This design comes from an exercise in tuning for small area on the open sky130 flow, not from production work.
No run shown here included a check of the RTL's function; only the layout flow was run.
Power figures rest on the tool's default switching activity, not on a simulated workload.

==> flow/design.v <==
module ad7606_drive#(
    parameter           P_RANGE = 0
)(
    input               i_clk           ,
    input               i_rst           ,
    input               i_user_ctrl     ,
    output [15:0]       o_user_data_1   ,
    output              o_user_valid_1  ,
    output [15:0]       o_user_data_2   ,
    output              o_user_valid_2  ,
    output [15:0]       o_user_data_3   ,
    output              o_user_valid_3  ,
    output [15:0]       o_user_data_4   ,
    output              o_user_valid_4  ,
    output [15:0]       o_user_data_5   ,
    output              o_user_valid_5  ,
    output [15:0]       o_user_data_6   ,
    output              o_user_valid_6  ,
    output [15:0]       o_user_data_7   ,
    output              o_user_valid_7  ,
    output [15:0]       o_user_data_8   ,
    output              o_user_valid_8  ,
    output              o_ad_psb_sel    ,
    output              o_ad_stby       ,
    output              o_ad_convstA    ,
    output              o_ad_convstB    ,
    output              o_ad_reset      ,
    output              o_ad_cs         ,
    output              o_ad_rd         ,
    output [2:0]        o_ad_osc        ,
    output              o_ad_range      ,
    input               i_ad_busy       ,
    input  [15:0]       i_ad_data
);
reg  [6:0]  r_st;
wire [6:0]  w_nst;
reg  [15:0] r_data;
wire        w_convst_n, w_cs_n, w_rd_n;
wire [8:1]  w_valid;
reg ri_ad_busy;
always @(posedge i_clk) ri_ad_busy <= i_ad_busy;
always @(posedge i_clk or posedge i_rst)
begin
    if (i_rst)
        r_st <= 7'd34;
    else
        r_st <= w_nst;
end
always @(posedge i_clk)
    r_data <= i_ad_data;
assign o_ad_reset = ~((~r_st[2]) | (r_st[0] & r_st[1]) | (r_st[3]) | (r_st[4]) | (r_st[6]));
assign w_convst_n = (~r_st[0] & ~r_st[1] & ~r_st[2] & ~r_st[4] & ~r_st[6]);
assign w_cs_n = (~r_st[2] & ~r_st[3] & ~r_st[4] & ~r_st[5]) | (r_st[2] & r_st[4] & ~r_st[6]) | (r_st[3] & r_st[4] & ~r_st[6]);
assign w_rd_n = (~r_st[0] & ~r_st[2] & ~r_st[3] & ~r_st[4] & ~r_st[5]) | (~r_st[0] & r_st[2] & r_st[4] & ~r_st[6]) | (~r_st[0] & r_st[3] & r_st[4] & ~r_st[6]);
assign w_valid[1] = (~r_st[0] & r_st[1] & r_st[2] & ~r_st[3] & r_st[4] & ~r_st[6]);
assign w_valid[2] = (~r_st[0] & ~r_st[1] & ~r_st[2] & r_st[3] & r_st[4] & ~r_st[6]);
assign w_valid[3] = (~r_st[0] & r_st[1] & ~r_st[2] & r_st[3] & r_st[4] & ~r_st[6]);
assign w_valid[4] = (~r_st[0] & ~r_st[1] & r_st[2] & r_st[3] & r_st[4] & ~r_st[6]);
assign w_valid[5] = (~r_st[0] & r_st[1] & r_st[2] & r_st[3] & r_st[4] & ~r_st[6]);
assign w_valid[6] = (~r_st[0] & ~r_st[1] & ~r_st[2] & ~r_st[3] & ~r_st[4] & ~r_st[5]);
assign w_valid[7] = (~r_st[0] & r_st[1] & ~r_st[2] & ~r_st[3] & ~r_st[4] & ~r_st[5]);
assign w_valid[8] = (~r_st[0] & ~r_st[1] & r_st[2] & ~r_st[3] & ~r_st[4] & ~r_st[5]);
assign w_hold_i = (~r_st[0] & ~r_st[2] & ~r_st[3] & ~r_st[4] & ~r_st[6]);
assign w_hold_b = (~r_st[0] & r_st[1] & ~r_st[2] & ~r_st[3] & r_st[4] & ~r_st[6]);
wire       w_en  = ~(w_hold_i & ~i_user_ctrl) & ~(w_hold_b & ri_ad_busy);
wire [7:0] w_inc = {1'b0, r_st} + {7'd0, w_en};
assign w_nst = w_inc[6:0] | {1'b0, w_inc[7], 2'b00, {3{w_inc[7]}}};
wire w_hold_i, w_hold_b;
assign o_ad_convstA   = ~w_convst_n;
assign o_ad_convstB   = ~w_convst_n;
assign o_ad_cs        = ~w_cs_n;
assign o_ad_rd        = ~w_rd_n;
assign o_user_valid_1 = w_valid[1];
assign o_user_valid_2 = w_valid[2];
assign o_user_valid_3 = w_valid[3];
assign o_user_valid_4 = w_valid[4];
assign o_user_valid_5 = w_valid[5];
assign o_user_valid_6 = w_valid[6];
assign o_user_valid_7 = w_valid[7];
assign o_user_valid_8 = w_valid[8];
assign o_user_data_1  = r_data & {16{w_valid[1]}};
assign o_user_data_2  = r_data & {16{w_valid[2]}};
assign o_user_data_3  = r_data & {16{w_valid[3]}};
assign o_user_data_4  = r_data & {16{w_valid[4]}};
assign o_user_data_5  = r_data & {16{w_valid[5]}};
assign o_user_data_6  = r_data & {16{w_valid[6]}};
assign o_user_data_7  = r_data & {16{w_valid[7]}};
assign o_user_data_8  = r_data & {16{w_valid[8]}};
assign o_ad_psb_sel   = 1'b0;
assign o_ad_stby      = 1'b0;
assign o_ad_osc       = 3'd0;
assign o_ad_range     = P_RANGE;
endmodule
==> flow/flow/run.sh <==
#!/bin/bash
# The standard ORFS layout (standard.sh), with three changes that only
# affect cell sizes: ports get the smallest buffer (buf_1), every logic cell
# starts at its smallest size before repair_design, and power recovery
# downsizes cells with slack after global routing.
set -euo pipefail
HERE=$(pwd)
export BUFFER_PORTS_ARGS="-buffer_cell sky130_fd_sc_hd__buf_1"
export PRE_RESIZE_TCL="$HERE/flow/downsize.tcl"
export RECOVER_POWER=100
export SKIP_REPAIR_TIE_FANOUT=1
bash standard.sh > "$HERE/standard_flow.log" 2>&1
==> flow/flow/downsize.tcl <==
# Set every logic cell to the smallest cell of its own family (same function and
# pins, lower drive); repair_design, which runs next, sizes up whatever then needs it.
set db [ord::get_db]
set smallest [dict create]
foreach lib [$db getLibs] {
  foreach m [$lib getMasters] {
    set n [$m getName]
    if { ![regexp {^sky130_fd_sc_hd__(.+)_(\d+)$} $n -> fam drv] } { continue }
    if { [regexp {^(df|sdf|edf|dl|tap|fill|decap|conb|diode|probe|lpflow|clk)} $fam] } { continue }
    set lc [get_lib_cells -quiet */$n]
    if { $lc == "" || [get_property $lc dont_use] } { continue }
    set a [expr { [$m getWidth] * [$m getHeight] }]
    if { ![dict exists $smallest $fam] || $a < [lindex [dict get $smallest $fam] 1] } {
      dict set smallest $fam [list $n $a]
    }
  }
}
set count 0
foreach inst [[ord::get_db_block] getInsts] {
  set n [[$inst getMaster] getName]
  if { ![regexp {^sky130_fd_sc_hd__(.+)_(\d+)$} $n -> fam drv] } { continue }
  if { ![dict exists $smallest $fam] } { continue }
  set target [lindex [dict get $smallest $fam] 0]
  if { $target == $n } { continue }
  if { [$inst isFixed] || [$inst getPlacementStatus] == "FIRM" } { continue }
  replace_cell [get_cells [$inst getName]] [get_lib_cells */$target]
  incr count
}
puts "downsize: resized $count instances"
==> flow/standard.sh <==
#!/bin/bash
# synth_recipe.tcl (not shown) runs the flow's synth.tcl, then flattens the netlist and writes it again
# the make line also repeats each setting of config.mk as NAME=value (left out here)
make -C /OpenROAD-flow-scripts/flow DESIGN_CONFIG=/design/flow/config.mk WORK_HOME=/design/flow/orfs CLKGATE_MAP_FILE= SYNTH_SCRIPT=/design/flow/synth_recipe.tcl "${@:-finish}"
==> flow/config.mk <==
export PLATFORM = sky130hd
export DESIGN_NAME = ad7606_drive
export DESIGN_NICKNAME = ad7606_drive
export VERILOG_FILES = /design/flow/design.v
export SDC_FILE = /design/flow/constraint.sdc
export NUM_CORES = 4
export LEC_CHECK = 0
export ABC_AREA = 1
export CAP_MARGIN = 20
export CORE_MARGIN = 2
export CORE_UTILIZATION = 60
export CTS_BUF_LIST = sky130_fd_sc_hd__clkbuf_8
export SLEW_MARGIN = 20
==> flow/constraint.sdc <==
create_clock -name core_clock -period 20.0 [get_ports {i_clk}]
set_input_delay 4.0000 -clock core_clock [delete_from_list [all_inputs] [get_ports {i_clk}]]
set_output_delay 4.0000 -clock core_clock [all_outputs]
set_load 0.01 [all_outputs]
==> qor.txt, run 1 <==
outcome -> timing/DRC/antenna clean
Reg2Reg Depth -> 11
#FFs+latches synth -> 24
most frequent cells in the layout -> buf_1, nor2_1, inv_1
count of pins over their slew limit -> 0
Hold Startpoint -> r_st[5]
die outline height -> 56.7 um
CTS H-tree lvls -> 1
Total Routing Usage GR -> 0.313
reg2reg setup slack -> 18.05 ns
CP top delay family -> simple AND/OR/NAND/NOR gates
# setup viols final -> 0
post-route clock skew -> 0.00222 ns
drt drc -> 0
Min-Delay Path Class -> flop to flop
Final period util -> 0.311
Routed wire per std cell -> 12.3 um
critical-path cell list -> inv_1 -> nor2_1 -> nand3_1 -> nor2_1 -> buf_1
worst path required time -> 16.00 ns
Setup Buffers After CTS -> 0
drt pass-1 iters -> 5
final wirelength -> 5450 um
Leakage Power -> 1.07 nW
I/O Pins -> 167
Post-Syn Nets -> 287
Fmax -> 0.161 GHz
CP max stage cell -> dfstp_1
clock-pin slew on the worst setup and hold paths -> 0.08 ns
Setup crit end kind -> output port
unrepaired setup endpoints after global routing -> false
first-pass GRT wire length -> 7880 um
Die W -> 56.7 um
nets@finish -> 435
Yosys cell types -> 23
commonest non-fill, non-tap cell in the layout -> buf_1
WP buf/inv -> 2
drt initial violations -> 166
Psw -> 0.0909 mW
switching share of power -> 0.472
Final min period -> 6.22 ns
Max-Cap Viols -> 0
die area -> 0.00322 mm^2
post-synthesis cell area -> 0.00167 mm^2
worst hold endpoint -> r_st[5]
Fill cells -> 248
vias per cell -> 4.77
vias in the first global route -> 1,572
Yosys warnings -> 1
Initial Util -> 0.616
hold depth -> 2
Slew headroom -> 0.492
input/output buffers -> 160
Congestion Overflow GR -> 0
Ant. Diodes -> 0
Clock Power Share -> 0.166
final hold violations -> 0
Comb pwr share -> 0.479
Most common cell on crit path -> nor2_1
initial antenna violation count -> 0
hold buffers post-CTS -> 0
Mapped Cells -> 265
worst r2r src -> r_st[1]
worst-skew pair later-pin latency -> 0.26 ns
setup TNS -> 0 ns
cts bufs inserted -> 3
hpwl dp -> 4000 um
fraction of layout cells with a size suffix above 1 -> 0.0146
max incr delay on CP -> 0.60 ns
syn avg cell area -> 6.30 um^2
CP Max Fanout -> 17
clock buffer depth -> 2
Peak VDD IR -> 109 uV
Post-CTS Resized -> 0
vias post-DR -> 2,114
final core occ -> 0.783
WS Path Type -> flop to output port
Rows -> 19
Core Area -> 0.00271 mm^2
crit start category -> flop
register area share after synthesis -> 0.310
PD cells -> 90.9 mW/mm^2
Internal Pwr Total -> 0.102 mW
root buf cell -> clkbuf_8
CTS tree -> built
Final GP Congestion -> 0.995
WP data arrival -> 2.22 ns
CTS sink count -> 24
share of power burned in registers -> 0.355
ANT nets after route -> 0
RR Endpoint -> r_st[4]
area growth from synthesis to layout -> 27.1%
worst slew pin tran -> 0.759 ns
pin count of the biggest net entering global routing -> 19
## sequential cells by signal, summed over array words and instances, names as in the netlist
name,count
r_st,7
ri_ad_busy,1
r_data,16
## per-layer routing
metal	GRT usage	wire length, um
met3	0.0783	589
met5	0	0
met1	0.396	2140
met4	0.106	51
met2	0.520	2670
## cell families after synthesis
family                     share of synthesized area
xor gates and xnor gates                      0.0105
buffers and inverters                          0.187
adders and majority gates                     0.0150
AOI/OAI and AO/OA                            0.00599
and+or+nand+nor                                0.469
DFF                                            0.310
other                                        0.00225
## through the flow
stage | setup slack [ns] | std cells | power, mW | cell area (um^2) | hold WS [ns]
2_1_floorplan | 14.66 | 265 | 0.155 | 1670 | 0.456
3_3_place_gp | 14.51 | 439 | 0.173 | 2150 | 0.465
3_5_place_dp | 14.18 | 439 | 0.160 | 2070 | 0.470
4_1_cts | 13.85 | 443 | 0.192 | 2120 | 0.479
5_1_grt | 13.62 | 443 | 0.207 | 2120 | 0.526
6_report | 13.78 | 443 | 0.193 | 2120 | 0.475
## Yosys cell counts, drive strengths merged
| cell | count | area (um^2) |
|---|---|---|
| a21oi | 1 | 5.00 |
| buf | 17 | 158 |
| clkinv | 1 | 5.00 |
| conb | 1 | 3.75 |
| dfrtp | 5 | 125 |
| dfstp | 2 | 52.6 |
| dfxtp | 17 | 340 |
| ha | 2 | 25.0 |
| inv | 40 | 150 |
| nand2 | 22 | 95.1 |
| nand3 | 13 | 100 |
| nor2 | 125 | 507 |
| nor3 | 16 | 80.1 |
| o21ai | 1 | 5.00 |
| xnor2 | 1 | 8.76 |
| xor2 | 1 | 8.76 |
## cell type report
class                           count  area [um^2]  share of cell area
Clock buffer                        4         55.1              0.0260
Sequential cell                    24          518               0.244
Tap cell                           31         38.8              0.0183
Multi-Input combinational cell    183          753               0.355
Inverter                           41          155              0.0732
Timing Repair Buffer              160          601               0.283
## worst max-delay path by stage
stage | start | to | slack, ns | cells after the start
detailed placement | r_st[1] | o_user_data_1[2] | 14.18 | 5
CTS | r_st[1] | o_user_data_3[15] | 13.85 | 5
global placement | r_st[1] | o_user_data_1[2] | 14.51 | 5
finish | r_st[1] | o_user_data_3[15] | 13.78 | 5
floorplan | r_st[1] | o_user_data_7[10] | 14.66 | 5
global route | r_st[1] | o_user_data_1[6] | 13.62 | 5
## tightest hold or removal path: cells and delay by family, from the launching register on
| family | cells | cell delay [ns] |
|---|---|---|
| AND/OR/NAND/NOR | 2 | 0.10 |
| flip-flops | 1 | 0.38 |
## power groups by stage
stage	Clock (mW)	Combinational [mW]	Sequential [mW]
after floorplan	0	0.0857	0.0689
after global placement	0	0.101	0.0723
after detailed placement	0	0.0907	0.0691
after CTS	0.0325	0.0916	0.0683
after global routing	0.0350	0.102	0.0699
final	0.0320	0.0923	0.0684
==> run 2, diff against run 1 <==
--- a/flow/config.mk
+++ b/flow/config.mk
@@ -10,4 +10,5 @@
 export CORE_MARGIN = 2
 export CORE_UTILIZATION = 60
-export CTS_BUF_LIST = sky130_fd_sc_hd__clkbuf_8
+export CTS_BUF_LIST = sky130_fd_sc_hd__clkbuf_4
+export CTS_CLUSTER_SIZE = 8
 export SLEW_MARGIN = 20
==> run 2 against run 1 <==
- combinational power hardly changed
- die area stayed put
- largest power group unchanged
- sequential power about the same
- largest cell class unchanged
==> qor.txt, run 2 <==
outcome -> timing/DRC/antenna clean
area growth from synthesis to layout -> 25.3%
post-route clock skew -> 0.00245 ns
Total Power -> 0.181 mW
Rows -> 19
syn avg cell area -> 6.30 um^2
most frequent cells in the layout -> buf_1, nor2_1, inv_1
Final min period -> 6.28 ns
Biggest register -> r_data
Comb pwr share -> 0.510
die area -> 0.00322 mm^2
Die W -> 56.7 um
Fill cells -> 254
first-pass GRT wire length -> 7890 um
worst path required time -> 16.00 ns
Yosys top cell by area -> nor2_1
hold buffers post-CTS -> 0
CP Max Fanout -> 17
initial antenna violation count -> 0
synth cell count leaders -> nor2_1, inv_1, dfxtp_1, nand2_1, nor3_1
hpwl dp -> 4000 um
final hold violations -> 0
post-synthesis cell area -> 0.00167 mm^2
drt drc -> 0
Final GP Congestion -> 0.995
Initial Util -> 0.616
Setup crit end kind -> output port
met2 WL post-DR -> 2720 um
Clock Power Share -> 0.112
vias per cell -> 4.78
top sig layer -> met4
WS Path Type -> flop to output port
#FFs+latches synth -> 24
unrepaired setup endpoints after global routing -> false
input/output buffers -> 160
WL met1 -> 2140 um
Internal Pwr Total -> 0.0915 mW
final wirelength -> 5420 um
vias post-DR -> 2,116
PD cells -> 86.4 mW/mm^2
metal3 WL -> 545 um
worst-skew pair later-pin latency -> 0.30 ns
drt initial violations -> 169
Leakage Power -> 1.05 nW
setup TNS -> 0 ns
cts bufs inserted -> 3
Main synth FF type -> dfxtp_1
Ant. Diodes -> 0
CTS tree -> built
Setup Buffers After CTS -> 0
Yosys cell types -> 23
ANT nets after route -> 0
Max-Cap Viols -> 0
pin count of the biggest net entering global routing -> 19
crit start category -> flop
Peak VDD IR -> 107 uV
Slew headroom -> 0.486
count of pins over their slew limit -> 0
area share of the largest cell type after synthesis -> 0.265
nets@finish -> 435
Largest register FFs -> 16
Fmax -> 0.159 GHz
root buf cell -> clkbuf_4
Yosys warnings -> 1
I/O Pins -> 167
register area share after synthesis -> 0.310
switching share of power -> 0.494
clock-pin slew on the worst setup and hold paths -> 0.12 ns
count leader, synth -> nor2_1
Post-Syn Nets -> 287
die outline height -> 56.7 um
CTS H-tree lvls -> 1
Psw -> 0.0892 mW
Core Area -> 0.00271 mm^2
WP data arrival -> 2.28 ns
Total Routing Usage GR -> 0.312
Routed wire per std cell -> 12.2 um
Post-synth EDFFs -> 0
share of power burned in registers -> 0.378
ranking of synthesized cells by area -> nor2_1, dfxtp_1, inv_1
Largest regs -> r_data (16), r_st (7), ri_ad_busy (1)
Post-CTS Resized -> 0
Final period util -> 0.314
Min-Delay Path Class -> flop to flop
fraction of layout cells with a size suffix above 1 -> 0.0121
worst slew pin tran -> 0.770 ns
CTS sink count -> 24
Mapped Cells -> 265
commonest non-fill, non-tap cell in the layout -> buf_1
asr flop ratio synth -> 0.292
clock buffer depth -> 2
# setup viols final -> 0
drt pass-1 iters -> 4
Congestion Overflow GR -> 0
vias in the first global route -> 1,581
run 2: cell counts after synthesis:
No cell type changed its count.
run 2: stage by stage:
step,worst slack [ns],hold slack (ns),utilization,cell area [um^2],cells
floorplan,14.66,0.456,-,1670,265
global placement,14.51,0.465,0.794,2150,439
detailed placement,14.18,0.470,0.762,2070,439
CTS,13.79,0.485,0.772,2090,443
global route,13.56,0.532,0.772,2090,443
finish,13.72,0.482,0.772,2090,443
run 2: logic make-up (layout without fill, tap and decap cells):
group                      Yosys count  after routing  synth area share
DFF                                 24             24             0.310
adders and majority gates            2              2            0.0150
xor gates and xnor gates             2              2            0.0105
buffers and inverters               58            205             0.187
AOI/OAI and AO/OA                    2              2           0.00599
and+or+nand+nor                    176            176             0.469
other                                1              1           0.00225
run 2: final timing paths:
path,from,to,slack [ns],depth (start not counted)
min in group asynchronous,i_rst,r_st[4],3.58,2
max in group asynchronous,i_rst,r_st[5],16.15,2
worst min register to register,r_st[5],r_st[5],0.48,2
worst min-delay path,r_st[5],r_st[5],0.48,2
worst max register to register,r_st[1],r_st[4],18.04,11
worst max-delay path,r_st[1],o_user_data_3[15],13.72,5
run 2: power by group through the flow:
stage	clock network (mW)	registers [mW]	logic, mW
floorplan	0	0.0689	0.0857
detailed placement	0	0.0691	0.0907
global placement	0	0.0723	0.101
global route	0.0232	0.0699	0.102
CTS	0.0213	0.0683	0.0916
finish	0.0202	0.0684	0.0921
run 2: layer usage:
layer / vias up / global-route usage
met3: 2 / 0.0783
met4: 0 / 0.0963
met2: 112 / 0.523
met1: 939 / 0.393
met5: - / 0
li1: 1063 / -
run 2: cell type report:
cell class | count | area, um^2 | share of cell area
sequential | 24 | 518 | 0.248
multi-input combinational | 183 | 753 | 0.360
tap | 31 | 38.8 | 0.0185
timing repair buffer | 160 | 601 | 0.287
clock inverter | 1 | 3.75 | 0.00179
inverter | 41 | 155 | 0.0742
clock buffer | 3 | 22.5 | 0.0108
run 2: worst max-delay path: stages (launching register included):
cell,delay (ns)
dfstp_1,0.62
inv_1,0.06
nor2_1,0.24
nand3_1,0.60
nor2_1,0.28
buf_1,0.18

-- separate check: timing with driven ports --
How much do the figures lean on ideal ports? The routed layouts below were timed once more, with nothing changed but the port constraints.
Step 1 assumes that a clkbuf_16 drives the clock port and a buf_2 every other input.
Step 2 moves the port delays by t, midway between the first and last clock arrival at a register: inputs arrive t later, outputs are due t later. That takes back most of the time a late clock gives input paths.
Slacks: no drivers / after step 1 / after step 2; pairs: no drivers / after step 1.
run | shift t [ns] | setup slack, ns | latest minus earliest clock arrival (ns) | slew at the worst register clock pin (ns) | pins driven straight from the clock port
run 1 | 0.284 | 13.781 / 13.760 / 14.044 | 0.002 / 0.003 | 0.08 / 0.08 | 1
run 2 | 0.321 | 13.716 / 13.697 / 14.018 | 0.003 / 0.002 | 0.12 / 0.12 | 1
After both steps every run listed still meets setup and hold.
